Source: an optimization exercise on an open RTL-to-GDS flow (aim: small area). Production flows keep margins and buffers that such runs may drop.
In this exercise RTL edits were held to simulation tests only and were not proved equivalent to the original.

==> flow/standard.sh <==
#!/bin/bash
# synth_recipe.tcl (not shown) runs the flow's synth.tcl, then flattens the netlist and writes it again
# the make line also repeats each setting of config.mk as NAME=value (left out here)
make -C /OpenROAD-flow-scripts/flow DESIGN_CONFIG=/design/flow/config.mk WORK_HOME=/design/flow/orfs CLKGATE_MAP_FILE= SYNTH_SCRIPT=/design/flow/synth_recipe.tcl "${@:-finish}"
==> flow/flow/run.sh <==
#!/bin/bash
# Standard layout, except that the port buffers the standard flow's flow adds are the
# smallest buffer (buf_1) instead of the default choice, and one tie cell
# drives the constant outputs.
set -euo pipefail
bash standard.sh "BUFFER_PORTS_ARGS=-buffer_cell sky130_fd_sc_hd__buf_1" SKIP_REPAIR_TIE_FANOUT=1 finish > standard_flow.log 2>&1
==> flow/design.v <==
module rca #(parameter W = 16) (
  input  wire [W-1:0] a, b,
  input  wire         ci,
  output wire [W-1:0] s
);
  wire [W:0] c;
  assign c[0] = ci;
  genvar i;
  generate for (i = 0; i < W; i = i + 1) begin : g
    assign s[i]   = a[i] ^ b[i] ^ c[i];
    assign c[i+1] = (a[i] & b[i]) | (a[i] & c[i]) | (b[i] & c[i]);
  end endgenerate
endmodule
module mulw (
  input  wire [16:0] u,
  output wire [15:0] y
);
  wire [19:0] u20 = {{3{u[16]}}, u};
  wire [22:0] u23 = {{6{u[16]}}, u};
  wire [23:0] u24 = {{7{u[16]}}, u};
  wire [19:0] a;             
  wire [22:0] a23 = {{3{a[19]}}, a};
  wire [22:0] b;             
  wire [23:0] c;             
  wire [29:0] b30 = {{7{b[22]}}, b};
  wire [29:0] c30 = {{6{c[23]}}, c};
  wire [29:0] r;             
  assign a[1:0] = u[1:0];
  rca #(18) ra (.a(u20[19:2]), .b(u20[17:0]), .ci(1'b0), .s(a[19:2]));
  assign b[2:0] = a[2:0];
  rca #(20) rb (.a(a23[22:3]), .b(a23[19:0]), .ci(1'b0), .s(b[22:3]));
  assign c[5:0] = u[5:0];
  rca #(18) rc (.a(u24[23:6]), .b(u24[17:0]), .ci(1'b0), .s(c[23:6]));
  assign r[7:0] = c[7:0];
  rca #(22) rr (.a(b30[21:0]), .b(c30[29:8]), .ci(1'b0), .s(r[29:8]));
  assign y = r[29:14];
endmodule
module FFT_top (
input	wire 			clk,reset_n,
input	wire			start,
input	wire 	[15:0]	s_in,
output	wire 			s2p_en,
output	wire[15:0]		X_0_re,X_1_re,
						X_4_re,X_5_re,
						X_0_im,X_1_im,
						X_4_im,X_5_im,
						X_2_re,X_3_re,
						X_6_re,X_7_re,
						X_2_im,X_3_im,
						X_6_im,X_7_im
);
reg       toggle, en, primed;
reg [2:0] p;                  
always @(posedge clk, negedge reset_n) begin
  if (!reset_n) begin
    toggle <= 1'b0; en <= 1'b0; p <= 3'd0; primed <= 1'b0;
  end else begin
    if (start) toggle <= ~toggle;
    en <= toggle & ~start;
    if (en) p <= p + 3'd1;
    if (en && p == 3'd7) primed <= 1'b1;
  end
end
assign s2p_en = en;
wire p0 = (p == 3'd0), p1 = (p == 3'd1), p2 = (p == 3'd2), p3 = (p == 3'd3);
wire p4 = (p == 3'd4), p5 = (p == 3'd5), p6 = (p == 3'd6), p7 = (p == 3'd7);
reg [15:0] d1, d2;             
always @(posedge clk) if (en) begin d1 <= s_in; d2 <= d1; end
reg [15:0] X0a, ABa, A2p;
reg [15:1] X4a;
wire [15:0] xg = en ? d2 : 16'd0;
wire        sub4  = en & (p6 | p7 | p0 | p1);
wire        subab = en & (p4 | p5 | p0 | p1);
wire        init0 = en & p2;
wire        initab = en & (p2 | p6);
wire [15:0] x0s, x4s, abs_;
rca #(16) ax0 (.a(init0  ? 16'd0 : X0a), .b(xg),                 .ci(1'b0),  .s(x0s));
rca #(16) ax4 (.a(init0  ? 16'd0 : {X4a[15:1], X0a[0]}), .b(xg ^ {16{sub4}}), .ci(sub4), .s(x4s));
rca #(16) aab (.a(initab ? 16'd0 : ABa), .b(xg ^ {16{subab}}),   .ci(subab), .s(abs_));
always @(posedge clk) begin
  X0a <= x0s; X4a <= x4s[15:1]; ABa <= abs_;
  if (en && p6) A2p <= ABa;
end
wire [15:0] df;
rca #(16) adf (.a(d2), .b(~d1), .ci(1'b1), .s(df));
reg  [15:0] C, D;
reg  [16:0] R1, R2;           
reg         m_p, nz_p, nzv_p;
wire [15:0] my;
mulw umul (.u(R1), .y(my));
wire [15:0] pa = p0 ? R2[15:0] : (p1 ? C : D);
wire [15:0] pb = p0 ? df : my;
wire [16:0] XS, YS;
rca #(17) aX (.a({pa[15], pa}), .b({pb[15], pb}),   .ci(p2 & nzv_p),    .s(XS));
rca #(17) aY (.a({pa[15], pa}), .b(~{pb[15], pb}),  .ci(~p2 | ~nzv_p),  .s(YS));
wire        m_n = (df == 16'h8000);
wire [16:0] u1r = {YS[16] ^ m_n, YS[15:0]};             
always @(posedge clk) if (en) begin
  if (p2) C <= df;
  if (p4) D <= df;
  if (p6) R2 <= {1'b0, df};
  if (p0) begin
    R1 <= u1r; R2 <= XS;
    m_p <= m_n; nz_p <= |u1r[13:0]; nzv_p <= |XS[13:0];
  end
  if (p1) begin R1 <= R2; R2[15:0] <= XS[15:0]; C <= YS[15:0]; end
end
wire [15:0] P = R2[15:0], Q = C, R = YS[15:0], S = XS[15:0];
reg [15:0] H0, HP, HR;
reg [15:1] H4, HA2, HB2, HQ, HS;
reg        Hm, Hnz;
reg        ld, kp;
always @(posedge clk, negedge reset_n) begin
  if (!reset_n) begin
    ld <= 1'b0; kp <= 1'b0;
  end else begin
    ld <= en & p1 & primed;
    kp <= ~(en & p1 & primed);
  end
end
always @(posedge clk, negedge reset_n) begin
  if (!reset_n) begin
    H0 <= 16'd0; H4 <= 15'd0; HA2 <= 15'd0; HB2 <= 15'd0;
    HP <= 16'd0; HQ <= 15'd0; HR <= 16'd0; HS <= 15'd0;
    Hm <= 1'b0; Hnz <= 1'b0;
  end else begin
    H0  <= (X0a        & {16{ld}}) | (H0  & {16{kp}});
    H4  <= (X4a        & {15{ld}}) | (H4  & {15{kp}});
    HA2 <= (A2p[15:1]  & {15{ld}}) | (HA2 & {15{kp}});
    HB2 <= (ABa[15:1]  & {15{ld}}) | (HB2 & {15{kp}});
    HP  <= (P          & {16{ld}}) | (HP  & {16{kp}});
    HQ  <= (Q[15:1]    & {15{ld}}) | (HQ  & {15{kp}});
    HR  <= (R          & {16{ld}}) | (HR  & {16{kp}});
    HS  <= (S[15:1]    & {15{ld}}) | (HS  & {15{kp}});
    Hm  <= (m_p & ld) | (Hm  & kp);
    Hnz <= (nz_p & ld) | (Hnz & kp);
  end
end
wire        b2lsb = H0[1] ^ H4[1];
wire [15:0] fX4 = {H4, H0[0]};
wire [15:0] fA2 = {HA2, b2lsb ^ H0[0]};
wire [15:0] fB2 = {HB2, b2lsb};
wire [15:0] fQ  = {HQ, HP[0]};
wire [15:0] fS  = {HS, HR[0]};
wire [15:0] K  = Hm ? 16'hB504 : 16'd0;
wire [15:0] nK = Hm ? 16'h4AFC : 16'd0;       
wire [15:0] x7r, x3r, x1i, x5i, x2i;
rca #(16) o7r (.a(HP),  .b(K),   .ci(Hnz),  .s(x7r));   
rca #(16) o3r (.a(fQ),  .b(~K),  .ci(~Hnz), .s(x3r));   
rca #(16) o1i (.a(~fS), .b(nK),  .ci(1'b1), .s(x1i));   
rca #(16) o5i (.a(~HR), .b(K),   .ci(1'b1), .s(x5i));   
rca #(16) o2i (.a(~fB2), .b(16'd0), .ci(1'b1), .s(x2i));  
assign X_0_re = H0;   assign X_0_im = 16'd0;
assign X_4_re = fX4;   assign X_4_im = 16'd0;
assign X_2_re = fA2;  assign X_2_im = x2i;
assign X_6_re = fA2;  assign X_6_im = fB2;
assign X_1_re = HP;   assign X_1_im = x1i;
assign X_5_re = fQ;   assign X_5_im = x5i;
assign X_3_re = x3r;  assign X_3_im = HR;
assign X_7_re = x7r;  assign X_7_im = fS;
endmodule
==> flow/config.mk <==
export PLATFORM = sky130hd
export DESIGN_NAME = FFT_top
export DESIGN_NICKNAME = FFT_top
export VERILOG_FILES = /design/flow/design.v
export SDC_FILE = /design/flow/constraint.sdc
export NUM_CORES = 4
export LEC_CHECK = 0
export CAP_MARGIN = 20
export CORE_MARGIN = 2
export CORE_UTILIZATION = 70
export CTS_BUF_LIST = sky130_fd_sc_hd__clkbuf_16
export CTS_CLUSTER_DIAMETER = 100
export CTS_CLUSTER_SIZE = 25
export SLEW_MARGIN = 20
==> flow/constraint.sdc <==
create_clock -name core_clock -period 12.0 [get_ports {clk}]
set_input_delay 2.4000 -clock core_clock [delete_from_list [all_inputs] [get_ports {clk}]]
set_output_delay 2.4000 -clock core_clock [all_outputs]
set_load 0.01 [all_outputs]
==> impl_metrics.py, run 1 <==
metrics = {
    "cts": {
        "clockBufferDepth": 3,
        "clk_pin_slew_ps": 90,
        "count_of_hold_buffers_inserted_by_post_cts_repair": 0,
        "root_buffer": "clkbuf_16",
        "cts_resized": 0,
        "clock_tree_from_tritoncts": "built",
        "post-cts-setup-buffer-count": 0,
        "cts-buffers-inserted": 16,
        "clock_sink_count": 296,
        "cts.htree.levels": 1,
        "clk-insertion-delay-late_ps": 520,
    },
    "sta": {
        "final.setup.tns_ps": 0,
        "timing.final.crit_period_ps": 11450,
        "timing.final.crit_share_pct": 95.4,
        "tightestPinTransition_ps": 1060,
        "final_critical_path_setup_slack_ps": 550,
        "setup-violations-final": 0,
        "final.setup_skew_ps": 20.0,
        "rsz0062_at_grt": "no",
        "final_max_slew_viol_count": 0,
        "worst_rel_slew_slack_pct": 29.1,
        "maxClockFrequency_mhz": 87.3,
        "final.hold.worst_slack_ps": 456,
        "hold_violations": 0,
    },
    "die": {
        "design.die.area_um2": 25400,
        "io_pins": 276,
        "core_um2": 23500,
        "initial_standard_cell_utilization_of_the_core_pct": 71.6,
        "num_rows": 56,
        "fp.dieW_um": 159,
        "floorplan.die.height_um": 159,
    },
    "global_route": {
        "number_of_global_route_vias_before_repair": 10800,
        "antenna_found_initial": 0,
        "maximum_number_of_pins_on_one_net_before_global_route_repair": 73,
        "overall_overflow_remaining_after_global_route": 0,
        "groute.usage.overall_pct": 31.9,
        "grt_pass1_wl_um": 62000,
    },
    "layout": {
        "antennaDiodeCount": 0,
        "final_layout_size_suffix_gt1_share_pct": 2.80,
        "layout.filler_cells": 1610,
        "stdcell_area_um2": 18100,
        "seqCellArea_um2": 7760,
        "final-instance-count-excl-fill": 1925,
        "multi_input_comb_area_um2": 7660,
        "finish.net_count": 1848,
        "syn_to_final_growth_pct": 7.37,
    },
    "worst_setup_path": {
        "cpMostUsedCell": "fa_1",
        "critPathRequiredTime_ps": 12230,
        "start_kind": "flip-flop",
        "worst_ep_arrival_time_ps": 11680,
        "critPathCaptureType": "flip-flop",
        "ff2ff_setup_slack_ps": 550,
        "cpMaxStageDelayCell": "fa_1",
        "setup.worst_path.class": "reg -> reg",
        "timing.critical_path.fanout_max": 5,
        "critical-path-max-stage-delay_ps": 510,
    },
    "detailed_routing": {
        "drt-wirelength-per-cell_um": 20.7,
        "route.detailed.vias_per_inst": 5.71,
        "drtIter0Drc": 1037,
        "antenna_left": 0,
        "drt_drc_violations_left": 0,
        "num_vias": 11000,
        "routed_wirelength_um": 39800,
        "dr.pass1.iters": 5,
    },
    "placement": {
        "placed_cell_area_um2": 17600,
        "pre_cts_ws_ps": 562,
        "gp_routability_congestion": 0.920,
        "io_buffers": 243,
        "numPlacedInstances": 1897,
        "place.detailed.hpwl_um": 30400,
    },
    "flow_run": {
        "max_cap_viol_count": 0,
    },
    "logic_synthesis": {
        "synth_top_cells_by_area": "fa_1, edfxtp_1, dfrtp_1",
        "synth_area_per_cell_um2": 11.7,
        "synth_sequential_area_ratio_pct": 46.0,
        "postSynthRegisterBits": 296,
        "ys_async_sr_fraction_pct": 44.9,
        "mappedNetlistNets": 1695,
        "synth_area_um2": 16900,
        "synthesis.instances": 1443,
        "post-synth-top-area-fraction_pct": 20.8,
        "yosys_warnings": 1,
        "synth.distinct_cells": 45,
        "synth-main-ff-cell": "dfrtp_1",
        "post-synth-top-area-cell": "fa_1",
        "synth_enable_flop_cells": 116,
    },
    "worst_hold_path": {
        "worst_hold_path_type": "reg -> reg",
    },
    "run_status": {
        "run_status": "timing/DRC/antenna clean",
    },
}
==> path summary, 6_finish.rpt <==
path | from | endpoint | depth (start not counted)
max reg2reg | R1[0] | R2[15] | 37
min in group asynchronous | reset_n | HS[13] | 1
min reg2reg | d1[12] | d2[12] | 0
max in group asynchronous | reset_n | kp | 3
max | R1[0] | R2[15] | 37
min | d1[12] | d2[12] | 0
==> routing by layer <==
metal | share of wire [%] | wire, um | vias up | global-route usage [%]
li1 | - | - | 4941 | -
met1 | 42 | 16800 | 5446 | 47.6
met2 | 46 | 18200 | 542 | 49.1
met3 | 9.5 | 3770 | 63 | 6.67
met4 | 2.7 | 1090 | 0 | 8.31
met5 | 0 | 0 | - | 0
==> critical path, delay by kind of cell (launching register included) <==
family	cells	cell delay (ps)
fa+ha+maj	23	9020
flops	1	470
buf+inv	6	470
compound gates	5	830
simple gates	3	370
==> registers in the layout, summed over array words and instances (netlist names), 3 cells and up <==
register / count
C: 16
X4a: 15
d2: 16
A2p: 15
X0a: 16
H0: 16
HR: 16
d1: 16
HP: 16
R2: 17
D: 16
HS: 15
H4: 15
ABa: 16
p: 3
HB2: 15
HA2: 15
HQ: 15
R1: 17
==> metrics by stage <==
| step | utilization (%) |
|---|---|
| after global placement | 74.9 |
| after CTS | 76.9 |
| after global routing | 76.9 |
| final | 76.9 |
| after floorplan | - |
| after detailed placement | 74.9 |
==> kinds of logic after synthesis <==
logic type,count (synthesis),share of synthesized area [%]
compound gates,229,9.58
xor+xnor,39,2.03
fa+ha+maj,233,25.1
buf+inv,333,8.69
flops,296,46.0
mux,14,0.853
other cells,1,0.0222
simple gates,298,7.79
==> cells in the final DEF (no fill, tap or decap), types with 5 or more instances in the layout <==
cell and instances:
a21o_1 17, a21oi_1 72, a22o_1 109, and2_1 28, buf_1 242, buf_4 13, clkbuf_16 16, dfrtp_1 130
dfxtp_1 47, edfxtp_1 116, fa_1 175, ha_1 58, inv_1 219, mux2i_1 11, nand2_1 191, nand2b_1 5
nor2_1 26, nor3_1 17, nor4_1 5, o21ai_0 22, xnor2_1 36
==> area by class of cell <==
class | count | area share, %
Tap cell | 319 | 2.20
Clock buffer | 16 | 2.21
Sequential cell | 296 | 42.9
Multi-Input combinational cell | 814 | 42.3
Inverter | 212 | 4.39
Timing Repair Buffer | 256 | 5.60
Clock inverter | 12 | 0.449
==> Yosys cell counts, drive strengths merged, types with 2 or more instances <==
cell type	instances
dfrtp	133
edfxtp	116
nor2b	3
clkbuf	48
or3	2
nand4	3
and2	29
dfxtp	47
inv	211
mux2	3
nor4	5
mux2i	11
or4	3
o21ai	23
nand2	191
or2	2
nor4b	2
nand3	3
nand3b	2
nor2	26
nor3	17
xor2	3
a21o	17
nand2b	5
and3	3
buf	73
a21oi	72
xnor2	36
fa	175
ha	58
a22o	109
o22ai	2
==> inputs of run 2 (changes only) <==
--- a/flow/design.v
+++ b/flow/design.v
@@ -64,6 +64,23 @@
 assign s2p_en = en;
 wire p0 = (p == 3'd0), p1 = (p == 3'd1), p2 = (p == 3'd2), p3 = (p == 3'd3);
 wire p4 = (p == 3'd4), p5 = (p == 3'd5), p6 = (p == 3'd6), p7 = (p == 3'd7);
+wire       en_n = toggle & ~start;            
+wire [2:0] p_n  = en ? p + 3'd1 : p;          
+wire       n0 = en_n & (p_n == 3'd0), n1 = en_n & (p_n == 3'd1);
+wire       n2 = en_n & (p_n == 3'd2), n6 = en_n & (p_n == 3'd6);
+reg        q0, q1, q2, q6, nq0, kC, kR1, kR2;
+always @(posedge clk, negedge reset_n) begin
+  if (!reset_n) begin
+    q0 <= 1'b0; q1 <= 1'b0; q2 <= 1'b0; q6 <= 1'b0;
+    nq0 <= 1'b0; kC <= 1'b0; kR1 <= 1'b0; kR2 <= 1'b0;
+  end else begin
+    q0 <= n0; q1 <= n1; q2 <= n2; q6 <= n6;
+    nq0 <= ~n0;
+    kC  <= ~(n1 | n2);
+    kR1 <= ~(n0 | n1);
+    kR2 <= ~(n6 | n0 | n1);
+  end
+end
 reg [15:0] d1, d2;             
 always @(posedge clk) if (en) begin d1 <= s_in; d2 <= d1; end
 reg [15:0] X0a, ABa, A2p;
@@ -88,22 +105,21 @@
 reg         m_p, nz_p, nzv_p;
 wire [15:0] my;
 mulw umul (.u(R1), .y(my));
-wire [15:0] pa = p0 ? R2[15:0] : (p1 ? C : D);
-wire [15:0] pb = p0 ? df : my;
+wire [15:0] pa = (R2[15:0] & {16{q0}}) | (C & {16{q1}}) | (D & {16{q2}});
+wire [15:0] pb = (df & {16{q0}}) | (my & {16{nq0}});
 wire [16:0] XS, YS;
-rca #(17) aX (.a({pa[15], pa}), .b({pb[15], pb}),   .ci(p2 & nzv_p),    .s(XS));
-rca #(17) aY (.a({pa[15], pa}), .b(~{pb[15], pb}),  .ci(~p2 | ~nzv_p),  .s(YS));
+rca #(17) aX (.a({pa[15], pa}), .b({pb[15], pb}),   .ci(q2 & nzv_p),    .s(XS));
+rca #(17) aY (.a({pa[15], pa}), .b(~{pb[15], pb}),  .ci(~(q2 & nzv_p)), .s(YS));
 wire        m_n = (df == 16'h8000);
 wire [16:0] u1r = {YS[16] ^ m_n, YS[15:0]};             
-always @(posedge clk) if (en) begin
-  if (p2) C <= df;
-  if (p4) D <= df;
-  if (p6) R2 <= {1'b0, df};
-  if (p0) begin
-    R1 <= u1r; R2 <= XS;
+always @(posedge clk) begin
+  C  <= (df & {16{q2}}) | (YS[15:0] & {16{q1}}) | (C & {16{kC}});
+  R1 <= (u1r & {17{q0}}) | (R2 & {17{q1}}) | (R1 & {17{kR1}});
+  R2 <= ({1'b0, df} & {17{q6}}) | (XS & {17{q0 | q1}}) | (R2 & {17{kR2}});
+  if (en && p4) D <= df;
+  if (en && p0) begin
     m_p <= m_n; nz_p <= |u1r[13:0]; nzv_p <= |XS[13:0];
   end
-  if (p1) begin R1 <= R2; R2[15:0] <= XS[15:0]; C <= YS[15:0]; end
 end
 wire [15:0] P = R2[15:0], Q = C, R = YS[15:0], S = XS[15:0];
 reg [15:0] H0, HP, HR;
--- a/flow/config.mk
+++ b/flow/config.mk
@@ -5,6 +5,7 @@
 export SDC_FILE = /design/flow/constraint.sdc
 export NUM_CORES = 4
 export LEC_CHECK = 0
+export ABC_AREA = 1
 export CAP_MARGIN = 20
 export CORE_MARGIN = 2
 export CORE_UTILIZATION = 70
==> run 2 against run 1 <==
Fmax rose by 5.2%; die area fell by 0.77%; still clean on timing, DRC and antenna; sequential share of layout area fell by 1.4 points; largest cell class unchanged; cell area fell by 0.76%; clock skew rose by 18 ps; global-route usage rose by 2.0 points; critical path depth fell by 6; highest routed layer unchanged.
==> impl_metrics.py, run 2 <==
metrics = {
    "cts": {
        "post-cts-setup-buffer-count": 0,
        "count_of_hold_buffers_inserted_by_post_cts_repair": 0,
        "clock_tree_from_tritoncts": "built",
        "clock_sink_count": 304,
        "cts.htree.levels": 1,
        "cts-buffers-inserted": 16,
        "clk_pin_slew_ps": 110,
        "cts_resized": 0,
        "clockBufferDepth": 3,
        "root_buffer": "clkbuf_16",
        "clk-insertion-delay-late_ps": 520,
    },
    "layout": {
        "final_layout_size_suffix_gt1_share_pct": 2.53,
        "stdcell_area_um2": 18000,
        "layout.cells.most_common": "inv_1",
        "largest_registers": "R1 (17), R2 (17)",
        "layout.cells.most_common_list": "inv_1, nand2_1, buf_1, fa_1, dfrtp_1",
        "syn_to_final_growth_pct": 7.40,
        "finish.net_count": 1979,
        "antennaDiodeCount": 0,
    },
    "detailed_routing": {
        "drtIter0Drc": 1352,
        "metal3_wl_um": 4500,
        "m1_wire_length_um": 17400,
        "drt_drc_violations_left": 0,
        "drt-wirelength-per-cell_um": 20.4,
        "routed_wirelength_um": 41900,
        "route.detailed.vias_per_inst": 5.68,
        "antenna_left": 0,
        "num_vias": 11700,
        "dr.pass1.iters": 6,
        "routed-wl-met2_um": 19100,
        "uppermost_layer_routed": "met4",
    },
    "worst_setup_path": {
        "setup.worst_path.class": "reg -> reg",
        "cpMaxStageDelayCell": "fa_1",
        "critPathCaptureType": "flip-flop",
        "timing.critical_path.fanout_max": 5,
        "cpMostUsedCell": "fa_1",
        "reg2reg_from": "R1[0]",
        "critical-path-max-stage-delay_ps": 520,
        "cp-startpoint": "R1[0]",
        "worst_ep_arrival_time_ps": 11270,
        "timing.critical_path.max_delay_family": "adder cells",
        "start_kind": "flip-flop",
        "critPathRequiredTime_ps": 12390,
        "timing.critical_path.buf_inv": 6,
    },
    "logic_synthesis": {
        "synth.top_cells.by_count": "inv_1, nand2_1, fa_1, dfrtp_1, dfxtp_1",
        "mappedNetlistNets": 1821,
        "synth_sequential_area_ratio_pct": 44.5,
        "postSynthRegisterBits": 304,
        "synth.distinct_cells": 38,
        "post-synth-top-area-cell": "dfrtp_1",
        "ys_async_sr_fraction_pct": 46.4,
        "synth_area_um2": 16700,
        "synth_area_per_cell_um2": 10.7,
        "synthesis.instances": 1571,
        "synth_top_cells_by_area": "dfrtp_1, fa_1, edfxtp_1",
        "post-synth-top-count-cell": "inv_1",
        "post-synth-top-area-fraction_pct": 21.1,
        "synth-main-ff-cell": "dfrtp_1",
        "yosys_warnings": 1,
        "synth_enable_flop_cells": 66,
    },
    "sta": {
        "final_max_slew_viol_count": 0,
        "maxClockFrequency_mhz": 91.9,
        "final.setup_skew_ps": 37.9,
        "timing.final.crit_share_pct": 90.7,
        "rsz0062_at_grt": "no",
        "hold_violations": 0,
        "worst_rel_slew_slack_pct": 36.0,
        "final_critical_path_setup_slack_ps": 1120,
        "setup-violations-final": 0,
        "tightestPinTransition_ps": 959,
        "timing.final.crit_period_ps": 10880,
        "final.setup.tns_ps": 0,
    },
    "die": {
        "initial_standard_cell_utilization_of_the_core_pct": 71.3,
        "core_um2": 23500,
        "floorplan.die.height_um": 159,
        "fp.dieW_um": 159,
        "num_rows": 56,
        "io_pins": 276,
        "design.die.area_um2": 25200,
    },
    "placement": {
        "place.detailed.hpwl_um": 32300,
        "io_buffers": 243,
        "gp_routability_congestion": 1.02,
        "placed_cell_area_um2": 17500,
        "pre_cts_ws_ps": 1110,
    },
    "worst_hold_path": {
        "hold_path_startpoint": "d1[12]",
        "worst_hold_path_type": "reg -> reg",
    },
    "global_route": {
        "groute.usage.overall_pct": 34.0,
        "number_of_global_route_vias_before_repair": 11300,
        "overall_overflow_remaining_after_global_route": 0,
        "maximum_number_of_pins_on_one_net_before_global_route_repair": 82,
        "grt_pass1_wl_um": 63600,
        "antenna_found_initial": 0,
    },
    "flow_run": {
        "max_cap_viol_count": 0,
    },
    "run_status": {
        "run_status": "timing/DRC/antenna clean",
    },
}
[run 2: per-layer routing]
layer  vias up  global-route usage (%)
met2       625                    52.1
met4         0                    7.89
li1       5207                       -
met1      5784                    49.5
met5         -                       0
met3        68                    8.90
[run 2: final cells by class]
type	count	area, um2
repair buffers	258	1050
flip-flops and latches	304	7460
fillers	1628	5500
clock buffers	17	425
clock inverters	11	57.6
well taps	319	399
inverters	319	1200
multi-input cells	830	7390
[run 2: worst reg2reg max path, delay by kind of cell, from the launching register on]
family                     cells  cell delay, ps
buffers and inverters          6             480
adders and majority gates     23            9450
DFF                            1             430
AOI/OAI and AO/OA              2             410
[run 2: kinds of logic after synthesis]
| logic type | after synthesis | share of synthesized area [%] |
|---|---|---|
| compound gates | 243 | 9.76 |
| xor+xnor | 32 | 1.67 |
| fa+ha+maj | 231 | 25.0 |
| buf+inv | 437 | 11.3 |
| flops | 304 | 44.5 |
| other cells | 1 | 0.0224 |
| simple gates | 323 | 7.66 |
[run 2: worst paths after layout]
check / end / slack, ps / depth (start not counted)
worst max-delay path: R1[15] / 1120 / 31
worst min-delay path: d2[12] / 430 / 0
worst max register to register: R1[15] / 1120 / 31
worst min register to register: d2[12] / 430 / 0
max in group asynchronous: HR[6] / 8650 / 3
min in group asynchronous: HS[15] / 2040 / 1
[run 2: metrics by stage]
step                      hold WS, ps  util (%)  cells
after floorplan                   422         -   1571
after global placement            431      74.4   2029
after detailed placement          432      74.4   2029
after CTS                         431      76.4   2057
after global routing              445      76.6   2058
final                             431      76.6   2058
==> inputs of run 3 (changes only) <==
--- a/flow/config.mk
+++ b/flow/config.mk
@@ -5,7 +5,6 @@
 export SDC_FILE = /design/flow/constraint.sdc
 export NUM_CORES = 4
 export LEC_CHECK = 0
-export ABC_AREA = 1
 export CAP_MARGIN = 20
 export CORE_MARGIN = 2
 export CORE_UTILIZATION = 70
==> run 3 against run 2 <==
Synthesized area down 1.0%; synthesized cell count shrank 11%; clock skew decreased by 8.3 ps; worst setup slack got worse by 230 ps; via count down 6.9%; hold slack better by 26 ps; critical path type unchanged.
==> impl_metrics.py, run 3 <==
metrics = {
    "placement": {
        "gp_routability_congestion": 0.919,
        "pre_cts_ws_ps": 886,
        "place.detailed.hpwl_um": 31300,
        "io_buffers": 243,
        "numPlacedInstances": 1846,
    },
    "cts": {
        "cts.htree.levels": 1,
        "cts_resized": 0,
        "cts-buffers-inserted": 16,
        "clk-insertion-delay-late_ps": 520,
        "clockBufferDepth": 3,
        "clk_pin_slew_ps": 90,
        "clock_sink_count": 304,
        "clock_tree_from_tritoncts": "built",
        "post-cts-setup-buffer-count": 0,
        "count_of_hold_buffers_inserted_by_post_cts_repair": 0,
        "root_buffer": "clkbuf_16",
    },
    "detailed_routing": {
        "dr.pass1.iters": 8,
        "routed_wirelength_um": 40800,
        "antenna_left": 0,
        "drt_drc_violations_left": 0,
        "drt-wirelength-per-cell_um": 21.8,
        "drtIter0Drc": 1246,
        "route.detailed.vias_per_inst": 5.80,
        "num_vias": 10900,
    },
    "global_route": {
        "grt_pass1_wl_um": 62400,
        "antenna_found_initial": 0,
        "number_of_global_route_vias_before_repair": 10600,
        "groute.usage.overall_pct": 33.7,
        "maximum_number_of_pins_on_one_net_before_global_route_repair": 102,
        "overall_overflow_remaining_after_global_route": 0,
    },
    "sta": {
        "final.setup_skew_ps": 29.6,
        "timing.final.crit_share_pct": 92.5,
        "maxClockFrequency_mhz": 90.0,
        "tightestPinTransition_ps": 1100,
        "hold_violations": 0,
        "final_max_slew_viol_count": 0,
        "rsz0062_at_grt": "no",
        "worst_rel_slew_slack_pct": 26.5,
        "final_critical_path_setup_slack_ps": 894,
        "final.hold.worst_slack_ps": 456,
        "timing.final.crit_period_ps": 11110,
        "setup-violations-final": 0,
        "final.setup.tns_ps": 0,
    },
    "logic_synthesis": {
        "synth_enable_flop_cells": 66,
        "synth_top_cells_by_area": "dfrtp_1, fa_1, edfxtp_1",
        "synth_sequential_area_ratio_pct": 45.0,
        "post-synth-top-area-cell": "dfrtp_1",
        "synth.top_cells.by_count": "inv_1, fa_1, dfrtp_1, a22o_1, nand2_1",
        "synth_area_um2": 16600,
        "synth.distinct_cells": 46,
        "postSynthRegisterBits": 304,
        "yosys_warnings": 1,
        "mappedNetlistNets": 1646,
        "post-synth-top-area-fraction_pct": 21.3,
        "synth_area_per_cell_um2": 11.9,
        "synthesis.instances": 1396,
        "post-synth-top-count-cell": "inv_1",
        "synth-main-ff-cell": "dfrtp_1",
        "ys_async_sr_fraction_pct": 46.4,
    },
    "worst_setup_path": {
        "setup.worst_path.class": "reg -> reg",
        "critPathRequiredTime_ps": 12390,
        "cpMaxStageDelayCell": "fa_1",
        "cpMostUsedCell": "fa_1",
        "worst_ep_arrival_time_ps": 11500,
        "critical-path-max-stage-delay_ps": 490,
        "start_kind": "flip-flop",
        "timing.critical_path.fanout_max": 5,
        "critPathCaptureType": "flip-flop",
    },
    "die": {
        "io_pins": 276,
        "fp.dieW_um": 158,
        "initial_standard_cell_utilization_of_the_core_pct": 71.0,
        "core_um2": 23300,
        "design.die.area_um2": 24900,
        "num_rows": 56,
        "floorplan.die.height_um": 158,
    },
    "layout": {
        "finish.net_count": 1795,
        "layout.cells.most_common": "inv_1",
        "final_layout_size_suffix_gt1_share_pct": 2.32,
        "final-instance-count-excl-fill": 1874,
        "layout.cells.most_common_list": "inv_1, buf_1, fa_1, dfrtp_1",
        "largest_registers": "R1 (17), R2 (17)",
        "layout.filler_cells": 1589,
        "antennaDiodeCount": 0,
        "syn_to_final_growth_pct": 7.18,
    },
    "worst_hold_path": {
        "worst_hold_path_type": "reg -> reg",
    },
    "run_status": {
        "run_status": "timing/DRC/antenna clean",
    },
    "flow_run": {
        "max_cap_viol_count": 0,
    },
}
==> run 3: changes by cell type after synthesis, sizes merged, moves of 14 or more <==
cell and delta:
a21oi -27, a222oi +24, a22o +57, a22oi +35, and2 +29, inv -77
nand2 -131, nor2 -43, o211ai -21, o221ai -14, o22ai -38, xnor2 +25
==> run 3: per-stage QoR <==
stage | util [%] | cell area (um2)
after CTS | 76.1 | 17800
after floorplan | - | 16600
after global routing | 76.1 | 17800
after detailed placement | 74.0 | 17300
after global placement | 74.0 | 17300
final | 76.1 | 17800
==> run 3: worst max-delay path: cells and delay by family (launching register included) <==
family	cells	cell delay [ps]
and+or+nand+nor	1	120
AOI/OAI and AO/OA	5	1000
DFF	1	380
buffers and inverters	5	330
adders and majority gates	23	9150
==> run 3: area by class of cell <==
cell class	instances	area, um2	share of cell area (%)
Clock buffer	17	425	2.40
Clock inverter	11	58.8	0.331
Inverter	241	905	5.10
Multi-Input combinational cell	729	7510	42.3
Sequential cell	304	7460	42.0
Tap cell	319	399	2.25
Timing Repair Buffer	253	991	5.58
==> run 3: worst paths after layout <==
| path | from | end | slack (ps) | cells past startpoint |
|---|---|---|---|---|
| min in group asynchronous | reset_n | HR[7] | 1910 | 1 |
| worst min register to register | d1[2] | d2[2] | 460 | 0 |
| worst min-delay path | d1[2] | d2[2] | 460 | 0 |
| worst max register to register | R1[6] | R2[15] | 890 | 34 |
| max in group asynchronous | reset_n | kp | 8300 | 3 |
| worst max-delay path | R1[6] | R2[15] | 890 | 34 |
==> run 3: cells by family (layout without fill, tap and decap cells) <==
| family | Yosys count | in the layout | share of synthesized area (%) |
|---|---|---|---|
| buf+inv | 363 | 522 | 9.63 |
| xor+xnor | 53 | 53 | 2.80 |
| other cells | 1 | 1 | 0.0226 |
| flops | 304 | 304 | 45.0 |
| compound gates | 258 | 258 | 11.9 |
| simple gates | 184 | 184 | 5.21 |
| fa+ha+maj | 231 | 231 | 25.3 |
| mux | 2 | 2 | 0.121 |
==> run 3: layer usage <==
metal  global-route usage (%)  vias up  part of all wire (%)
li1                         -     4845                     -
met1                     50.5     5452                    42
met2                     50.0      511                    45
met3                     7.53       70                   9.6
met4                     10.0        0                   3.0
met5                        0        -                     0
==> inputs of run 4 (changes only) <==
--- a/flow/design.v
+++ b/flow/design.v
@@ -69,17 +69,12 @@
 wire       n0 = en_n & (p_n == 3'd0), n1 = en_n & (p_n == 3'd1);
 wire       n2 = en_n & (p_n == 3'd2), n6 = en_n & (p_n == 3'd6);
 reg        q0, q1, q2, q6, nq0, kC, kR1, kR2;
-always @(posedge clk, negedge reset_n) begin
-  if (!reset_n) begin
-    q0 <= 1'b0; q1 <= 1'b0; q2 <= 1'b0; q6 <= 1'b0;
-    nq0 <= 1'b0; kC <= 1'b0; kR1 <= 1'b0; kR2 <= 1'b0;
-  end else begin
-    q0 <= n0; q1 <= n1; q2 <= n2; q6 <= n6;
-    nq0 <= ~n0;
-    kC  <= ~(n1 | n2);
-    kR1 <= ~(n0 | n1);
-    kR2 <= ~(n6 | n0 | n1);
-  end
+always @(posedge clk) begin
+  q0 <= n0; q1 <= n1; q2 <= n2; q6 <= n6;
+  nq0 <= ~n0;
+  kC  <= ~(n1 | n2);
+  kR1 <= ~(n0 | n1);
+  kR2 <= ~(n6 | n0 | n1);
 end
 reg [15:0] d1, d2;             
 always @(posedge clk) if (en) begin d1 <= s_in; d2 <= d1; end
--- a/flow/config.mk
+++ b/flow/config.mk
@@ -7,7 +7,7 @@
 export LEC_CHECK = 0
 export CAP_MARGIN = 20
 export CORE_MARGIN = 2
-export CORE_UTILIZATION = 70
+export CORE_UTILIZATION = 80
 export CTS_BUF_LIST = sky130_fd_sc_hd__clkbuf_16
 export CTS_CLUSTER_DIAMETER = 100
 export CTS_CLUSTER_SIZE = 25
==> run 4 against run 3 <==
Still clean on timing, DRC and antenna; register-to-register slack worse by 190 ps; hold slack better by 6.2 ps; cell count down 2.6%; first-iteration DRC count up 31%; worst setup slack worse by 190 ps; cell area down 0.57%; clock-buffer cell count unchanged; synthesized cell count unchanged; critical endpoint is now C[15]; largest cell class unchanged.
==> impl_metrics.py, run 4 <==
metrics = {
    "run_status": {
        "run_status": "timing/DRC/antenna clean",
    },
    "die": {
        "initial_standard_cell_utilization_of_the_core_pct": 81.7,
        "io_pins": 276,
        "fp.dieW_um": 148,
        "design.die.area_um2": 21800,
        "core_um2": 20200,
        "floorplan.die.height_um": 148,
        "num_rows": 52,
    },
    "cts": {
        "clk_pin_slew_ps": 100,
        "cts.htree.levels": 1,
        "clockBufferDepth": 3,
        "clk-insertion-delay-late_ps": 510,
        "clock_tree_from_tritoncts": "built",
        "post-cts-setup-buffer-count": 0,
        "root_buffer": "clkbuf_16",
        "count_of_hold_buffers_inserted_by_post_cts_repair": 0,
        "clock_sink_count": 304,
        "cts-buffers-inserted": 16,
        "cts_resized": 0,
    },
    "detailed_routing": {
        "num_vias": 11500,
        "dr.pass1.iters": 10,
        "route.detailed.vias_per_inst": 6.28,
        "drt-wirelength-per-cell_um": 23.4,
        "drtIter0Drc": 1637,
        "antenna_left": 0,
        "drt_drc_violations_left": 0,
        "routed_wirelength_um": 42700,
    },
    "placement": {
        "gp_routability_congestion": 0.970,
        "io_buffers": 243,
        "numPlacedInstances": 1797,
        "place.detailed.hpwl_um": 31300,
    },
    "sta": {
        "final.setup_skew_ps": 16.2,
        "final.setup.tns_ps": 0,
        "timing.final.crit_period_ps": 11300,
        "worst_rel_slew_slack_pct": 25.3,
        "hold_violations": 0,
        "tightestPinTransition_ps": 1120,
        "final_max_slew_viol_count": 0,
        "setup-violations-final": 0,
        "maxClockFrequency_mhz": 88.5,
        "timing.final.crit_share_pct": 94.1,
        "rsz0062_at_grt": "no",
    },
    "layout": {
        "layout.cells.most_common_list": "inv_1, buf_1, fa_1, dfrtp_1",
        "utilization_pct": 87.2,
        "layout.cells.most_common": "inv_1",
        "largest_registers": "R1 (17), R2 (17)",
        "final-instance-count-excl-fill": 1825,
        "finish.net_count": 1795,
        "final_layout_size_suffix_gt1_share_pct": 2.32,
        "syn_to_final_growth_pct": 6.83,
        "antennaDiodeCount": 0,
    },
    "logic_synthesis": {
        "synth_sequential_area_ratio_pct": 44.9,
        "synth_area_um2": 16500,
        "post-synth-top-count-cell": "inv_1",
        "yosys_warnings": 1,
        "post-synth-top-area-cell": "fa_1",
        "synth_top_cells_by_area": "fa_1, dfrtp_1, dfxtp_1",
        "synth.distinct_cells": 46,
        "postSynthRegisterBits": 304,
        "synth.top_cells.by_count": "inv_1, fa_1, dfrtp_1, a22o_1, nand2_1",
        "mappedNetlistNets": 1646,
        "synthesis.instances": 1396,
        "synth-main-ff-cell": "dfrtp_1",
        "post-synth-top-area-fraction_pct": 21.0,
        "ys_async_sr_fraction_pct": 43.8,
        "synth_enable_flop_cells": 66,
        "synth_area_per_cell_um2": 11.8,
    },
    "worst_setup_path": {
        "cp-startpoint": "R1[6]",
        "timing.critical_path.max_delay_family": "adder cells",
        "critPathCaptureType": "flip-flop",
        "critPathRequiredTime_ps": 12390,
        "cpMostUsedCell": "fa_1",
        "timing.critical_path.buf_inv": 5,
        "r2r.worst_path.cells": 34,
        "setup.worst_path.class": "reg -> reg",
        "start_kind": "flip-flop",
        "timing.critical_path.fanout_max": 5,
        "worst_ep_arrival_time_ps": 11690,
        "critical_path_depth": 34,
        "reg2reg_from": "R1[6]",
        "cpMaxStageDelayCell": "fa_1",
        "critical-path-max-stage-delay_ps": 500,
    },
    "global_route": {
        "overall_overflow_remaining_after_global_route": 0,
        "grt_pass1_wl_um": 66200,
        "groute.usage.overall_pct": 40.1,
        "maximum_number_of_pins_on_one_net_before_global_route_repair": 101,
        "antenna_found_initial": 1,
        "number_of_global_route_vias_before_repair": 11500,
    },
    "flow_run": {
        "max_cap_viol_count": 0,
    },
    "worst_hold_path": {
        "hold_path_startpoint": "d1[11]",
        "whs_path_depth": 0,
        "worst_hold_path_type": "reg -> reg",
    },
}
[run 4: worst paths after layout]
check	endpoint	slack (ps)
max	C[15]	700
min	d2[11]	460
max reg2reg	C[15]	700
min reg2reg	d2[11]	460
max in group asynchronous	HA2[4]	8990
min in group asynchronous	HR[1]	1890
[run 4: layer usage]
layer	GRT usage (%)	vias to the layer above	routed length, um
met4	12.2	0	1450
met2	62.9	834	20200
li1	-	4853	-
met1	58.7	5666	16100
met3	7.99	109	4870
met5	0	-	0
[run 4: logic make-up (layout without fill, tap and decap cells)]
kind of cell / Yosys count / count (layout) / synth area share [%]
buffers and inverters: 363 / 522 / 9.66
flip-flops: 304 / 304 / 44.9
AO/OA/AOI/OAI: 258 / 258 / 12.0
adder cells (fa/ha/maj): 231 / 231 / 25.4
AND/OR/NAND/NOR: 184 / 184 / 5.22
XOR/XNOR: 53 / 53 / 2.81
multiplexers: 2 / 2 / 0.121
other: 1 / 1 / 0.0227
[run 4: cell type report]
type / count / area [um2]
clock buffer: 17 / 425
clock inverter: 11 / 58.8
fill: 939 / 2580
inverter: 241 / 905
multi-input combinational: 729 / 7510
sequential: 304 / 7420
tap: 270 / 338
timing repair buffer: 253 / 991
[run 4: worst register-to-register path: cells and delay by family, from the launching register on]
kind                     cells  cell delay [ps]
adder cells (fa/ha/maj)     22             9130
buffers and inverters        5              390
AND/OR/NAND/NOR              1              110
AO/OA/AOI/OAI                6             1170
flip-flops                   1              380
[run 4: per-stage QoR]
step	instance area (um2)	hold WS [ps]	setup slack (ps)
3_5_place_dp	17200	435	819
4_1_cts	17700	458	764
3_3_place_gp	17200	433	1060
2_1_floorplan	16500	426	1380
6_report	17700	463	704
5_1_grt	17700	467	331
==> inputs of run 5 (changes only) <==
--- a/flow/config.mk
+++ b/flow/config.mk
@@ -7,7 +7,7 @@
 export LEC_CHECK = 0
 export CAP_MARGIN = 20
 export CORE_MARGIN = 2
-export CORE_UTILIZATION = 80
+export CORE_UTILIZATION = 70
 export CTS_BUF_LIST = sky130_fd_sc_hd__clkbuf_16
 export CTS_CLUSTER_DIAMETER = 100
 export CTS_CLUSTER_SIZE = 25
==> run 5 against run 4 <==
Cell area rose by 0.33%; die area up 14%; synthesized cell count stayed put; sequential share of layout area fell by 0.14 points; fmax increased by 0.90%; clock-buffer cell count did not move; via count shrank 4.0%.
==> impl_metrics.py, run 5 <==
metrics = {
    "run_status": {
        "run_status": "timing/DRC/antenna clean",
    },
    "detailed_routing": {
        "dr.pass1.iters": 7,
        "drt-wirelength-per-cell_um": 21.2,
        "routed_wirelength_um": 39700,
        "drtIter0Drc": 1275,
        "drt_drc_violations_left": 0,
        "antenna_left": 0,
        "num_vias": 11000,
        "route.detailed.vias_per_inst": 5.87,
    },
    "logic_synthesis": {
        "synth_area_per_cell_um2": 11.8,
        "synth_top_cells_by_area": "fa_1, dfrtp_1, dfxtp_1",
        "yosys_warnings": 1,
        "synth_enable_flop_cells": 66,
        "postSynthRegisterBits": 304,
        "synth_sequential_area_ratio_pct": 44.9,
        "mappedNetlistNets": 1646,
        "synth_area_um2": 16500,
        "synth-main-ff-cell": "dfrtp_1",
        "post-synth-top-area-fraction_pct": 21.0,
        "post-synth-top-count-cell": "inv_1",
        "synthesis.instances": 1396,
        "post-synth-top-area-cell": "fa_1",
        "synth.distinct_cells": 46,
        "synth.top_cells.by_count": "inv_1, fa_1, dfrtp_1, a22o_1, nand2_1",
        "ys_async_sr_fraction_pct": 43.8,
    },
    "sta": {
        "hold_violations": 0,
        "timing.final.crit_share_pct": 93.3,
        "final.setup_skew_ps": 25.3,
        "final_critical_path_setup_slack_ps": 805,
        "worst_rel_slew_slack_pct": 28.8,
        "tightestPinTransition_ps": 1070,
        "rsz0062_at_grt": "no",
        "final.setup.tns_ps": 0,
        "maxClockFrequency_mhz": 89.3,
        "setup-violations-final": 0,
        "final_max_slew_viol_count": 0,
        "timing.final.crit_period_ps": 11200,
    },
    "cts": {
        "clk_pin_slew_ps": 90,
        "post-cts-setup-buffer-count": 0,
        "clock_sink_count": 304,
        "clock_tree_from_tritoncts": "built",
        "clockBufferDepth": 3,
        "count_of_hold_buffers_inserted_by_post_cts_repair": 0,
        "cts-buffers-inserted": 16,
        "cts.htree.levels": 1,
        "cts_resized": 0,
        "root_buffer": "clkbuf_16",
        "clk-insertion-delay-late_ps": 520,
    },
    "global_route": {
        "antenna_found_initial": 0,
        "groute.usage.overall_pct": 32.8,
        "grt.met3_usage_pct": 7.77,
        "grt_util_met2_pct": 47.1,
        "grt_pass1_wl_um": 61200,
        "global_route.usage.met1_pct": 51.0,
        "maximum_number_of_pins_on_one_net_before_global_route_repair": 101,
        "overall_overflow_remaining_after_global_route": 0,
        "busiest_layer": "met1",
        "number_of_global_route_vias_before_repair": 10500,
    },
    "worst_setup_path": {
        "cpMostUsedCell": "fa_1",
        "cpMaxStageDelayCell": "fa_1",
        "critPathCaptureType": "flip-flop",
        "critical-path-max-stage-delay_ps": 490,
        "reg2reg_from": "R1[6]",
        "worst_ep_arrival_time_ps": 11580,
        "critPathRequiredTime_ps": 12390,
        "setup.worst_path.class": "reg -> reg",
        "timing.critical_path.fanout_max": 5,
        "start_kind": "flip-flop",
        "cp-startpoint": "R1[6]",
    },
    "die": {
        "fp.dieW_um": 158,
        "core_um2": 23300,
        "floorplan.die.height_um": 158,
        "initial_standard_cell_utilization_of_the_core_pct": 70.8,
        "num_rows": 56,
        "io_pins": 276,
        "design.die.area_um2": 24800,
    },
    "layout": {
        "syn_to_final_growth_pct": 7.18,
        "seqCellArea_um2": 7420,
        "layout.cells.most_common_list": "inv_1, buf_1, fa_1, dfrtp_1",
        "layout.filler_cells": 1560,
        "antennaDiodeCount": 0,
        "largest_registers": "R1 (17), R2 (17)",
        "final_layout_size_suffix_gt1_share_pct": 2.32,
        "finish.net_count": 1795,
        "multi_input_comb_area_um2": 7510,
        "layout.cells.most_common": "inv_1",
    },
    "worst_hold_path": {
        "hold_path_startpoint": "d1[3]",
        "worst_hold_path_type": "reg -> reg",
    },
    "placement": {
        "gp_routability_congestion": 0.921,
        "pre_cts_ws_ps": 788,
        "io_buffers": 243,
        "place.detailed.hpwl_um": 30000,
    },
    "flow_run": {
        "max_cap_viol_count": 0,
    },
}
[run 5: cell counts after synthesis]
Identical to the previous run, type by type.
[run 5: path summary, 6_finish.rpt]
check / endpoint / slack [ps] / cells after the start
worst max-delay path: R2[15] / 800 / 34
worst min-delay path: d2[3] / 450 / 0
worst max register to register: R2[15] / 800 / 34
worst min register to register: d2[3] / 450 / 0
max in group asynchronous: kp / 8450 / 2
min in group asynchronous: HR[4] / 1980 / 1
[run 5: cell families (layout without fill, tap and decap cells)]
logic type	after synthesis	in the layout	synth area share [%]
AOI/OAI and AO/OA	258	258	12.0
xor gates and xnor gates	53	53	2.81
adders and majority gates	231	231	25.4
buffers and inverters	363	521	9.66
DFF	304	304	44.9
muxes	2	2	0.121
other	1	1	0.0227
and+or+nand+nor	184	184	5.22
[run 5: final cells by class]
class,count,share of cell area (%)
inverters,241,5.11
well taps,319,2.25
flip-flops and latches,304,41.9
multi-input cells,729,42.4
repair buffers,253,5.60
clock buffers,17,2.40
clock inverters,10,0.311
[run 5: critical path, delay by kind of cell, from the launching register on]
family                     cells  cell delay (ps)
AOI/OAI and AO/OA              5             1040
and+or+nand+nor                1              150
DFF                            1              380
adders and majority gates     23             9170
buffers and inverters          5              360
[run 5: routing by layer]
| layer | vias up | share of wire (%) |
|---|---|---|
| met4 | 0 | 2.5 |
| li1 | 4837 | - |
| met1 | 5459 | 43 |
| met2 | 630 | 44 |
| met3 | 72 | 11 |
| met5 | - | 0 |
[run 5: per-stage QoR]
step / area, um2 / cells / hold slack (ps) / utilization [%]
after detailed placement: 17200 / 1846 / 435 / 73.8
after global routing: 17700 / 1873 / 474 / 75.9
final: 17700 / 1873 / 455 / 75.9
after floorplan: 16500 / 1396 / 426 / -
after global placement: 17200 / 1846 / 432 / 73.8
after CTS: 17700 / 1873 / 457 / 75.9
==> inputs of run 6 (changes only) <==
--- a/flow/config.mk
+++ b/flow/config.mk
@@ -9,6 +9,6 @@
 export CORE_MARGIN = 2
 export CORE_UTILIZATION = 70
 export CTS_BUF_LIST = sky130_fd_sc_hd__clkbuf_16
-export CTS_CLUSTER_DIAMETER = 100
-export CTS_CLUSTER_SIZE = 25
+export CTS_CLUSTER_DIAMETER = 120
+export CTS_CLUSTER_SIZE = 28
 export SLEW_MARGIN = 20
==> run 6 against run 5 <==
Global-route usage is 0.16 points lower; synthesized cell count stayed put; fmax is 0.21% lower; core utilization is 0.21 points lower.
==> impl_metrics.py, run 6 <==
metrics = {
    "cts": {
        "cts.htree.levels": 1,
        "root_buffer": "clkbuf_16",
        "clk_pin_slew_ps": 120,
        "clockBufferDepth": 3,
        "clock_sink_count": 304,
        "count_of_hold_buffers_inserted_by_post_cts_repair": 0,
        "cts_resized": 0,
        "clk-insertion-delay-late_ps": 500,
        "clock_tree_from_tritoncts": "built",
        "cts-buffers-inserted": 14,
        "post-cts-setup-buffer-count": 0,
    },
    "sta": {
        "hold_violations": 0,
        "final.setup_skew_ps": 22.5,
        "setup-violations-final": 0,
        "timing.final.crit_share_pct": 93.5,
        "final.setup.tns_ps": 0,
        "timing.final.crit_period_ps": 11220,
        "final_max_slew_viol_count": 0,
        "tightestPinTransition_ps": 1050,
        "rsz0062_at_grt": "no",
        "final_critical_path_setup_slack_ps": 781,
        "maxClockFrequency_mhz": 89.1,
        "worst_rel_slew_slack_pct": 29.9,
    },
    "layout": {
        "final_layout_size_suffix_gt1_share_pct": 2.13,
        "layout.cells.most_common": "inv_1",
        "layout.cells.most_common_list": "inv_1, buf_1, fa_1, dfrtp_1",
        "antennaDiodeCount": 0,
        "largest_registers": "R1 (17), R2 (17)",
        "finish.net_count": 1793,
        "layout.filler_cells": 1576,
        "syn_to_final_growth_pct": 6.88,
    },
    "logic_synthesis": {
        "synth_top_cells_by_area": "fa_1, dfrtp_1, dfxtp_1",
        "ys_async_sr_fraction_pct": 43.8,
        "synth.top_cells.by_count": "inv_1, fa_1, dfrtp_1, a22o_1, nand2_1",
        "synth_enable_flop_cells": 66,
        "mappedNetlistNets": 1646,
        "synth-main-ff-cell": "dfrtp_1",
        "postSynthRegisterBits": 304,
        "synth.distinct_cells": 46,
        "synthesis.instances": 1396,
        "post-synth-top-count-cell": "inv_1",
        "synth_area_per_cell_um2": 11.8,
        "yosys_warnings": 1,
        "synth_area_um2": 16500,
        "synth_sequential_area_ratio_pct": 44.9,
        "post-synth-top-area-cell": "fa_1",
        "post-synth-top-area-fraction_pct": 21.0,
    },
    "detailed_routing": {
        "routed_wirelength_um": 39500,
        "drtIter0Drc": 1115,
        "dr.pass1.iters": 7,
        "antenna_left": 0,
        "drt-wirelength-per-cell_um": 21.1,
        "route.detailed.vias_per_inst": 5.83,
        "drt_drc_violations_left": 0,
        "num_vias": 10900,
    },
    "worst_setup_path": {
        "timing.critical_path.max_delay_family": "adder cells",
        "worst_ep_arrival_time_ps": 11600,
        "setup.worst_path.class": "reg -> reg",
        "timing.critical_path.buf_inv": 5,
        "r2r.worst_path.cells": 34,
        "critPathRequiredTime_ps": 12390,
        "cpMostUsedCell": "fa_1",
        "timing.critical_path.fanout_max": 5,
        "cpMaxStageDelayCell": "fa_1",
        "critPathCaptureType": "flip-flop",
        "start_kind": "flip-flop",
        "critical_path_depth": 34,
        "critical-path-max-stage-delay_ps": 490,
    },
    "placement": {
        "pre_cts_ws_ps": 788,
        "place.detailed.hpwl_um": 30000,
        "gp_routability_congestion": 0.921,
        "io_buffers": 243,
    },
    "global_route": {
        "maximum_number_of_pins_on_one_net_before_global_route_repair": 101,
        "number_of_global_route_vias_before_repair": 10400,
        "overall_overflow_remaining_after_global_route": 0,
        "groute.usage.overall_pct": 32.6,
        "antenna_found_initial": 0,
        "grt_pass1_wl_um": 60700,
    },
    "die": {
        "fp.dieW_um": 158,
        "initial_standard_cell_utilization_of_the_core_pct": 70.8,
        "num_rows": 56,
        "floorplan.die.height_um": 158,
        "design.die.area_um2": 24800,
        "io_pins": 276,
        "core_um2": 23300,
    },
    "worst_hold_path": {
        "worst_hold_path_type": "reg -> reg",
        "whs_path_depth": 0,
    },
    "flow_run": {
        "max_cap_viol_count": 0,
    },
    "run_status": {
        "run_status": "timing/DRC/antenna clean",
    },
}
## run 6: metal layers
metal / GRT usage [%] / up-vias / wire (um)
li1: - / 4832 / -
met1: 50.4 / 5382 / 16700
met2: 46.9 / 624 / 17400
met3: 8.24 / 59 / 4330
met4: 8.61 / 0 / 981
met5: 0 / - / 0
## run 6: path summary, 6_finish.rpt
path                       startpoint      to  slack (ps)
hold / removal                  d1[4]   d2[4]         460
min in group asynchronous     reset_n   HR[7]        2010
hold reg to reg                 d1[4]   d2[4]         460
max in group asynchronous     reset_n      kp        8430
setup / recovery                R1[6]  R2[15]         780
setup reg to reg                R1[6]  R2[15]         780
## run 6: logic make-up after synthesis
kind of cell	synth area share [%]
buf+inv	9.66
mux	0.121
simple gates	5.22
fa+ha+maj	25.4
other cells	0.0227
compound gates	12.0
xor+xnor	2.81
flops	44.9
## run 6: area by class of cell
type	instances	area (um2)	area share (%)
repair buffers	253	991	5.61
clock buffers	16	400	2.27
inverters	241	905	5.12
clock inverters	8	30.0	0.170
multi-input cells	729	7510	42.6
well taps	319	399	2.26
flip-flops and latches	304	7420	42.0
## run 6: per-stage QoR
step | instances | util (%) | hold WS [ps] | instance area [um2]
floorplan | 1396 | - | 426 | 16500
global placement | 1846 | 73.8 | 432 | 17200
detailed placement | 1846 | 73.8 | 435 | 17200
CTS | 1870 | 75.7 | 461 | 17700
global route | 1870 | 75.7 | 477 | 17700
finish | 1870 | 75.7 | 463 | 17700
==> inputs of run 7 (changes only) <==
==> flow/flow/run.sh (replaced) <==
#!/bin/bash
# The standard layout (standard.sh), with three changes:
#  - synthesis is the standard flow's own (synth_recipe.tcl, sourced by area_synth.tcl),
#    except that ABC maps the logic with its area-oriented mapper
#    (abc_amap.script) instead of ORFS's speed script; flip-flop mapping and
#    names are untouched;
#  - the port buffers are the smallest buffer (buf_1);
#  - one tie cell drives the constant outputs.
# Each tool's full output goes to standard_flow.log and ORFS's own logs.
set -euo pipefail
export AREA_SYNTH_DIR="$PWD"
bash standard.sh "SYNTH_SCRIPT=$PWD/flow/area_synth.tcl" \
  "BUFFER_PORTS_ARGS=-buffer_cell sky130_fd_sc_hd__buf_1" \
  SKIP_REPAIR_TIE_FANOUT=1 finish > standard_flow.log 2>&1
==> flow/flow/abc_amap.script (new file) <==
strash
dch
amap
==> flow/flow/area_synth.tcl (new file) <==
# The standard flow's synthesis (synth_recipe.tcl in the work folder), with ABC's
# technology mapping run with flow/abc_amap.script in place of ORFS's script.
proc abc {args} {
  set i [lsearch -exact $args -script]
  if {$i >= 0} {
    lset args [expr {$i + 1}] $::env(AREA_SYNTH_DIR)/flow/abc_amap.script
  }
  yosys abc {*}$args
}
source $::env(AREA_SYNTH_DIR)/synth_recipe.tcl
==> run 7 against run 6 <==
Global-route usage is 1.1 points higher; cell area is 1.1% lower; hold slack worse by 8.7 ps; routed wire length is 0.96% lower; critical path depth is 2 higher; fmax is 1.0% lower; cell count is 1.6% higher; clock-buffer cell count is 1 lower; die area is 3.0% lower; flip-flop and latch count stayed put.
==> impl_metrics.py, run 7 <==
metrics = {
    "run_status": {
        "run_status": "timing/DRC/antenna clean",
    },
    "sta": {
        "timing.final.crit_share_pct": 94.5,
        "tightestPinTransition_ps": 909,
        "timing.final.crit_period_ps": 11330,
        "final.setup_skew_ps": 27.1,
        "worst_rel_slew_slack_pct": 39.4,
        "maxClockFrequency_mhz": 88.2,
        "setup-violations-final": 0,
        "rsz0062_at_grt": "no",
        "hold_violations": 0,
        "final_max_slew_viol_count": 0,
        "final.setup.tns_ps": 0,
        "final_critical_path_setup_slack_ps": 665,
    },
    "worst_setup_path": {
        "critPathCaptureType": "flip-flop",
        "cpMaxStageDelayCell": "fa_1",
        "timing.critical_path.fanout_max": 5,
        "critical-path-max-stage-delay_ps": 550,
        "critPathRequiredTime_ps": 12430,
        "start_kind": "flip-flop",
        "setup.worst_path.class": "reg -> reg",
        "worst_ep_arrival_time_ps": 11770,
        "cpMostUsedCell": "fa_1",
    },
    "placement": {
        "io_buffers": 243,
        "place.detailed.hpwl_um": 29100,
        "gp_routability_congestion": 0.904,
        "placed_cell_area_um2": 17000,
        "pre_cts_ws_ps": 726,
    },
    "layout": {
        "utilization_pct": 77.3,
        "finish.net_count": 1856,
        "stdcell_area_um2": 17500,
        "antennaDiodeCount": 0,
        "syn_to_final_growth_pct": 8.97,
        "layout.cells.most_common": "clkinv_1",
        "final_layout_size_suffix_gt1_share_pct": 2.42,
        "layout.cells.most_common_list": "clkinv_1, buf_1, fa_1, dfrtp_1, nand2_1",
        "largest_registers": "R1 (17), R2 (17)",
    },
    "cts": {
        "clock_sink_count": 304,
        "cts.htree.levels": 1,
        "clockBufferDepth": 3,
        "count_of_hold_buffers_inserted_by_post_cts_repair": 0,
        "post-cts-setup-buffer-count": 0,
        "cts_resized": 0,
        "root_buffer": "clkbuf_16",
        "clk_pin_slew_ps": 120,
        "clock_tree_from_tritoncts": "built",
        "cts-buffers-inserted": 14,
        "clk-insertion-delay-late_ps": 520,
    },
    "logic_synthesis": {
        "post-synth-top-count-cell": "clkinv_1",
        "post-synth-top-area-cell": "fa_1",
        "yosys_warnings": 1,
        "synthesis.instances": 1387,
        "synthMuxAreaShare_pct": 0,
        "synth_area_um2": 16000,
        "postSynthRegisterBits": 304,
        "post_synth_and_or_nand_nor_area_fraction_pct": 4.48,
        "synth_top_cells_by_area": "fa_1, dfrtp_1, dfxtp_1",
        "post-synth-top-area-fraction_pct": 21.6,
        "synth.distinct_cells": 33,
        "synth_area_per_cell_um2": 11.5,
        "ys_async_sr_fraction_pct": 43.8,
        "synth.top_cells.by_count": "clkinv_1, fa_1, dfrtp_1, nand2_1, o21ai_0",
        "synth_compound_gate_area_share_pct": 13.3,
        "synthAdderAreaFrac_pct": 26.2,
        "synth_top_family_by_area": "adder cells",
        "synth_xor_area_share_pct": 0.219,
        "synth_enable_flop_cells": 66,
        "synth_sequential_area_ratio_pct": 46.3,
        "mappedNetlistNets": 1637,
        "synth-main-ff-cell": "dfrtp_1",
    },
    "global_route": {
        "groute.usage.overall_pct": 33.7,
        "maximum_number_of_pins_on_one_net_before_global_route_repair": 77,
        "number_of_global_route_vias_before_repair": 11500,
        "antenna_found_initial": 1,
        "overall_overflow_remaining_after_global_route": 0,
        "grt_pass1_wl_um": 62600,
    },
    "die": {
        "num_rows": 55,
        "io_pins": 276,
        "core_um2": 22600,
        "initial_standard_cell_utilization_of_the_core_pct": 71.0,
        "fp.dieW_um": 155,
        "design.die.area_um2": 24100,
        "floorplan.die.height_um": 155,
    },
    "worst_hold_path": {
        "worst_hold_path_type": "reg -> reg",
    },
    "detailed_routing": {
        "drt_drc_violations_left": 0,
        "dr.pass1.iters": 7,
        "route.detailed.vias_per_inst": 5.95,
        "num_vias": 11300,
        "routed_wirelength_um": 39100,
        "drt-wirelength-per-cell_um": 20.6,
        "drtIter0Drc": 1185,
        "antenna_left": 0,
    },
    "flow_run": {
        "max_cap_viol_count": 0,
    },
}
-- run 7: cell types whose count changed in the layout (fill, tap and decap cells not counted), sizes merged, moves of 8 or more --
cell and delta:
a21oi +9, clkinv +293, o221ai +16, o22ai +64, xor2 -13, o21ai +45, xnor2 -36, inv -240
nor2 +35, a222oi -9, a22o -67, and2 -29, o211ai -8
-- run 7: cells by family after synthesis --
kind of cell    count (synthesis)
compound gates                319
fa+ha+maj                     231
simple gates                  177
flops                         304
xor+xnor                        4
buf+inv                       351
other cells                     1
-- run 7: per-stage QoR --
step                      hold slack (ps)  std cells
final                                 455       1899
after global routing                  472       1899
after CTS                             455       1899
after detailed placement              436       1875
after global placement                428       1874
after floorplan                       416       1387
-- run 7: final cells by class --
class / count / area [um2]
sequential: 304 / 7420
multi-input combinational: 732 / 7080
fill: 1470 / 5110
inverter: 294 / 1100
timing repair buffer: 260 / 1060
clock buffer: 15 / 375
tap: 285 / 357
clock inverter: 9 / 60.1
-- run 7: worst paths after layout --
kind                       slack [ps]  cells after the start  startpoint       to
setup / recovery                  670                     36       R1[1]   R2[15]
hold / removal                    450                      0     ABa[15]  A2p[15]
setup reg to reg                  670                     36       R1[1]   R2[15]
hold reg to reg                   450                      0     ABa[15]  A2p[15]
max in group asynchronous        8300                      3     reset_n    HP[0]
min in group asynchronous        1910                      1     reset_n    HR[6]
-- run 7: routing by layer --
layer	vias up	GRT usage, %	routed length (um)
met3	70	4.99	3000
met2	574	55.0	18900
met4	2	9.04	1120
li1	5044	-	-
met1	5608	48.7	16000
met5	-	0	13
-- run 7: worst max-delay path, delay by kind of cell, from the launching register on --
family / cells / cell delay (ps)
buffers and inverters: 7 / 670
and+or+nand+nor: 2 / 130
adders and majority gates: 22 / 8800
AOI/OAI and AO/OA: 5 / 1260
DFF: 1 / 390

## port drivers added, routing unchanged
No port has a modelled driver above. Below, the same layouts with a new extraction and two added sets of constraints.
Step 1 assumes that a clkbuf_16 drives the clock port and a buf_2 every other input.
Step 2, shift: input delay + t, output delay - t, t = (earliest + latest rising clock arrival at the registers) / 2. This alone moves slack from input paths to output paths.
Three values: no drivers, after step 1, after step 2; two values: the first two.
run | shift t [ns] | setup WS [ns] | hold slack, ns | worst slew at a driven data input, ns
run 1 | 0.555 | 0.550 / 0.550 / 0.550 | 0.456 / 0.456 / 0.456 | 0.03
run 2 | 0.549 | 1.120 / 1.120 / 1.120 | 0.431 / 0.431 / 0.431 | 0.03
run 3 | 0.556 | 0.894 / 0.894 / 0.894 | 0.456 / 0.456 / 0.456 | 0.04
run 4 | 0.540 | 0.704 / 0.704 / 0.704 | 0.463 / 0.463 / 0.463 | 0.04
run 5 | 0.555 | 0.805 / 0.805 / 0.805 | 0.455 / 0.455 / 0.455 | 0.03
run 6 | 0.540 | 0.781 / 0.781 / 0.781 | 0.463 / 0.463 / 0.463 | 0.03
run 7 | 0.555 | 0.665 / 0.665 / 0.665 | 0.455 / 0.455 / 0.455 | 0.06
After both steps setup and hold are still met in every run listed.
